From an optimization exercise on the open Yosys and OpenROAD flow, aimed at small area; shortcuts taken in it are not production practice. Only simulation tests tie the RTL to the original design; equivalence was not proved.

==> inputs of v21 <==
==> flow/design.v (excerpt) <==
module soc_riscv_core
(
    input  logic               clk,
    input  logic               rst,
    input  logic [31:0]        core_instr_RDATA,
    input  logic               core_instr_RVALID,
    output logic               core_instr_RREADY,
    input  logic               core_instr_ARREADY,
    output logic [31:0]        core_instr_ARADDR,
    output logic               core_instr_ARVALID,
    output logic [31:0]        core_data_ARADDR,
    output logic               core_data_ARVALID,
    input  logic               core_data_ARREADY,
    output logic               core_data_RREADY,
    input  logic [31:0]        core_data_RDATA,
    input  logic               core_data_RVALID,
    output logic [31:0]        core_data_AWADDR,
    output logic               core_data_AWVALID,
    input  logic               core_data_AWREADY,
    output logic [31:0]        core_data_WDATA,
    input  logic               core_data_WREADY,
    output logic               core_data_WVALID
);
==> flow/config.mk <==
export PLATFORM = sky130hd
export DESIGN_NAME = soc_riscv_core
export DESIGN_NICKNAME = soc_riscv_core
export VERILOG_FILES = /design/flow/design.v
export SDC_FILE = /design/flow/constraint.sdc
export NUM_CORES = 4
export LEC_CHECK = 0
export CAP_MARGIN = 10
export CORE_MARGIN = 2
export CORE_UTILIZATION = 40
export CTS_CLUSTER_DIAMETER = 90
export CTS_CLUSTER_SIZE = 25
export SLEW_MARGIN = 10
export SYNTH_HIERARCHICAL = 1
==> flow/constraint.sdc <==
create_clock -name core_clock -period 12.0 [get_ports {clk}]
set_input_delay 2.4000 -clock core_clock [delete_from_list [all_inputs] [get_ports {clk}]]
set_output_delay 2.4000 -clock core_clock [all_outputs]
set_load 0.01 [all_outputs]
standard.sh (not shown) runs the stock make flow with config.mk's settings and CLKGATE_MAP_FILE= SYNTH_SCRIPT=/design/flow/synth_recipe.tcl, a recipe that flattens the netlist after the stock synthesis.
==> flow/flow/run.sh <==
#!/bin/bash
# The standard layout (standard.sh), changed in two ways:
#  - ABC maps the logic with an area-oriented script (synth_relaxed.tcl),
#  - the port buffers are the smallest buffer cell.
set -euo pipefail
here=$(pwd)
export RELAXED_ABC_SCRIPT=$here/flow/abc_area_relaxed.script
export BUFFER_PORTS_ARGS="-buffer_cell sky130_fd_sc_hd__buf_1"
sed "s#SYNTH_SCRIPT=[^ ]*#SYNTH_SCRIPT=$here/flow/synth_relaxed.tcl#" standard.sh > standard_relaxed.sh
grep -q "SYNTH_SCRIPT=$here/flow/synth_relaxed.tcl" standard_relaxed.sh
bash standard_relaxed.sh > standard_flow.log 2>&1
==> flow/flow/abc_area_relaxed.script <==
&get -n
&st
&dch -f
&nf -R 1000 -p
&st
&dch -f
&nf -R 1000 -p
&st
&dch -f
&nf -R 1000 -p
&st
&dch -f
&nf -R 1000 -p
&st
&dch -f
&nf -R 1000 -p
&put
topo
==> flow/flow/synth_relaxed.tcl <==
# The standard flow's synthesis script (standard synthesis, -nofsm -noshare, then
# flattened and renamed the same way), with ABC's technology mapping run
# from an area-oriented script. Registers are mapped before ABC, so they
# are the standard synthesis's registers.
proc synth {args} { yosys synth -nofsm -noshare {*}$args }
proc abc {args} {
  set i [lsearch -exact $args -script]
  if {$i >= 0} { set args [lreplace $args [expr {$i+1}] [expr {$i+1}] $::env(RELAXED_ABC_SCRIPT)] }
  yosys abc {*}$args
}
source $::env(SCRIPTS_DIR)/synth.tcl
# left out here: clear keep_hierarchy, flatten, clean up, hide names made inside functions, write 1_2_yosys.v
==> v35: changes against v21 <==
--- a/flow/design.v
+++ b/flow/design.v
@@ -312,97 +312,62 @@
         else case (ls_state)
             2'b00:   if (mem_op) ls_state <= mem_read ? 2'b01 : 2'b10;
             2'b01:   if (core_data_RVALID) ls_state <= 2'b00;
             2'b10:   if (wvalid) ls_state <= 2'b00;
             default: ls_state <= 2'b00;
         endcase
     end
-    logic        cap, hold;
-    logic [72:0] cap_new, cap_q, cap_d;
-    assign cap  = (ls_state == 2'b00);
-    assign hold = ~cap;
-    assign cap_new = {st_data, sum[31:2], ex_out[1:0], mem_op, instr[11:7], mem_control};
-    assign cap_q   = {wds, asy, osync, rdsync, csync};
-    genvar gc;
-    generate
-        for (gc = 0; gc < 73; gc++) begin : g_cap
-            ao22 u_m (.a1(cap), .a2(cap_new[gc]), .b1(hold), .b2(cap_q[gc]), .y(cap_d[gc]));
+    always_ff @(posedge clk) begin
+        if (ls_state == 2'b00) begin
+            wds    <= st_data;
+            asy    <= {sum[31:2], ex_out[1:0]};
+            osync  <= mem_op;
+            rdsync <= instr[11:7];
+            csync  <= mem_control;
         end
-    endgenerate
-    always_ff @(posedge clk) {wds, asy, osync, rdsync, csync} <= cap_d;
-    logic ar1, ar2, ar3;
-    assign ar1 = core_data_ARREADY & d_arvalid & rsync & osync;
-    assign ar2 = ~ar1 & d_rready & core_data_RVALID & rsync & osync;
-    assign ar3 = ~ar1 & ~ar2 & core_data_ARREADY & rsync & osync;
+    end
     always_ff @(posedge clk) begin
         if (!rst) begin
             d_arvalid <= 1'b0;
+            d_araddr  <= 30'd0;
             d_rready  <= 1'b0;
-        end else if (ar1) begin
+        end else if (core_data_ARREADY & d_arvalid & rsync & osync) begin
             d_rready  <= 1'b1;
             d_arvalid <= 1'b0;
-        end else if (ar2) begin
+        end else if (d_rready & core_data_RVALID & rsync & osync) begin
             d_rready  <= 1'b0;
-        end else if (ar3) begin
+        end else if (core_data_ARREADY & rsync & osync) begin
             d_arvalid <= 1'b1;
+            d_araddr  <= asy[31:2];
         end else begin
             d_arvalid <= 1'b0;
         end
     end
-    logic       ar_ld, ar_hd;
-    logic [29:0] d_araddr_d;
-    assign ar_ld = rst & ar3;
-    assign ar_hd = rst & ~ar3;
-    genvar ga;
-    generate
-        for (ga = 0; ga < 30; ga++) begin : g_ara
-            ao22 u_m (.a1(ar_ld), .a2(asy[ga+2]), .b1(ar_hd), .b2(d_araddr[ga]), .y(d_araddr_d[ga]));
-        end
-    endgenerate
-    always_ff @(posedge clk) d_araddr <= d_araddr_d;
-    logic aw1, aw2, aw3;
-    assign aw1 = core_data_AWREADY & awvalid & ~rsync & osync;
-    assign aw2 = ~aw1 & core_data_WREADY & wvalid & ~rsync & osync;
-    assign aw3 = ~aw1 & ~aw2 & core_data_AWREADY & ~rsync & osync;
     always_ff @(posedge clk) begin
         if (!rst) begin
             awvalid <= 1'b0;
+            awaddr  <= 30'd0;
             wvalid  <= 1'b0;
-        end else if (aw1) begin
+            wdata   <= 32'd0;
+        end else if (core_data_AWREADY & awvalid & ~rsync & osync) begin
             wvalid  <= 1'b1;
             awvalid <= 1'b0;
-        end else if (aw2) begin
+        end else if (core_data_WREADY & wvalid & ~rsync & osync) begin
             wvalid  <= 1'b0;
-        end else if (aw3) begin
+            wdata   <= wds;
+        end else if (core_data_AWREADY & ~rsync & osync) begin
             awvalid <= 1'b1;
+            awaddr  <= asy[31:2];
         end else begin
             awvalid <= 1'b0;
+            awaddr  <= 30'd0;
             wvalid  <= 1'b0;
+            wdata   <= 32'd0;
         end
     end
-    logic        aw_ld, aw_hd, wd_ld, wd_hd;
-    logic [29:0] awaddr_d;
-    logic [31:0] wdata_d;
-    assign aw_ld = rst & aw3;
-    assign aw_hd = rst & (aw1 | aw2);
-    assign wd_ld = rst & aw2;
-    assign wd_hd = rst & (aw1 | aw3);
-    genvar gw;
-    generate
-        for (gw = 0; gw < 30; gw++) begin : g_awa
-            ao22 u_m (.a1(aw_ld), .a2(asy[gw+2]), .b1(aw_hd), .b2(awaddr[gw]), .y(awaddr_d[gw]));
-        end
-        for (gw = 0; gw < 32; gw++) begin : g_wd
-            ao22 u_m (.a1(wd_ld), .a2(wds[gw]), .b1(wd_hd), .b2(wdata[gw]), .y(wdata_d[gw]));
-        end
-    endgenerate
-    always_ff @(posedge clk) begin
-        awaddr <= awaddr_d;
-        wdata  <= wdata_d;
-    end
     assign core_data_ARADDR  = {2'b00, d_araddr};
     assign core_data_ARVALID = d_arvalid;
     assign core_data_RREADY  = d_rready;
     assign core_data_AWADDR  = {2'b00, awaddr};
     assign core_data_AWVALID = awvalid;
     assign core_data_WDATA   = wdata;
     assign core_data_WVALID  = wvalid;
@@ -522,10 +487,7 @@
     assign gx[1] = g2[6] | (p2[6] & gx[0]);                 
     assign gx[2] = g1[14] | (p1[14] & gx[1]);               
     logic c31;
     assign c31 = g[30] | (p[30] & gx[2]);
     assign ltu = ~c32;
     assign lt  = ~(a[31] ^ b[31]) ^ c31;
 endmodule
-module ao22 (input logic a1, a2, b1, b2, output logic y);
-    assign y = (a1 & a2) | (b1 & b2);
-endmodule
==> flow/flow/run.sh (replaced) <==
#!/bin/bash
set -euo pipefail
export BUFFER_PORTS_ARGS="-buffer_cell sky130_fd_sc_hd__buf_1"
export RECOVER_POWER=100
bash standard.sh > standard_flow.log 2>&1
- CAP_MARGIN: 10 -> 20
- SLEW_MARGIN: 10 -> 20
removed: flow/flow/abc_area_relaxed.script
removed: flow/flow/synth_relaxed.tcl
==> notes <==
v35 finished but failed the layout checks on max-capacitance violations, max-slew violations. v21 finished with timing, DRC and antenna clean. Against v35, the critical path depth of v21 is higher by 3. Register-to-register slack: v21 is worse than v35 (90 ps). Of v21 and v35, v35 has the higher synthesized cell count (gap 12%, measured against v35). In v21 the die area is smaller than in v35, by about 8%. Between v35 and v21, the lower sequential share of layout area is in v35 (gap 0.97 points). Of v35 and v21, v35 has the higher cell area (gap about 5.4%, measured against v21).
==> figures <==
Portion of the clock cycle consumed by the worst path in the final layout: v35 95.3%; v21 97.0%
Critical path buffer and inverter count: v35 4; v21 5
Rel. slew slack: v35 -201%; v21 2.38%
Placement Setup Slack: v35 1010 ps; v21 753 ps
Clock tree skew after final layout: v35 50.0 ps; v21 50.9 ps
Critical path startpoint: v35 core_instr_RDATA[19]; v21 core_instr_RDATA[20]
Layout-to-synthesis area ratio: v35 1.115x; v21 1.147x
Number of antenna violations at the first check in global routing: v35 19; v21 21
Met2 Resource Use GR: v35 56.8%; v21 56.0%
Status: v35 finished with violations; v21 complete, no violations
Layout check failures: v35 max-capacitance violations, max-slew violations; v21 -
Signal inverters: v35 171; v21 166
Number of pins exceeding their max-slew limit in the final report: v35 631; v21 0
DRT met1 WL: v35 110000 um; v21 104000 um

-- what the ideal ports hide --
In the flow no input, the clock included, has a driving cell. The finished layouts below were timed again as built, in two steps. Step 1: set_driving_cell puts a clkbuf_16 on clk and a buf_2 on each other input, an assumption about the parent block. Step 2 moves the port delays by t, midway between the first and last clock arrival at a register: inputs arrive t later, outputs are due t later. That takes back most of the time a late clock gives input paths. a / b / c = ideal ports / drivers / drivers and shift; a / b = the first two.
| run | t, ns | setup WS [ns] | worst hold slack (ns) |
|---|---|---|---|
| v21 | 0.825 | 0.363 / 0.421 / -0.404 | 0.478 / 0.478 / 0.478 |
| v35 | 0.825 | 0.565 / 0.611 / -0.214 | 0.457 / 0.457 / 0.457 |
The setup slack of v35, which loses most, moves by +0.046 ns with the drivers and by -0.779 ns with both steps.
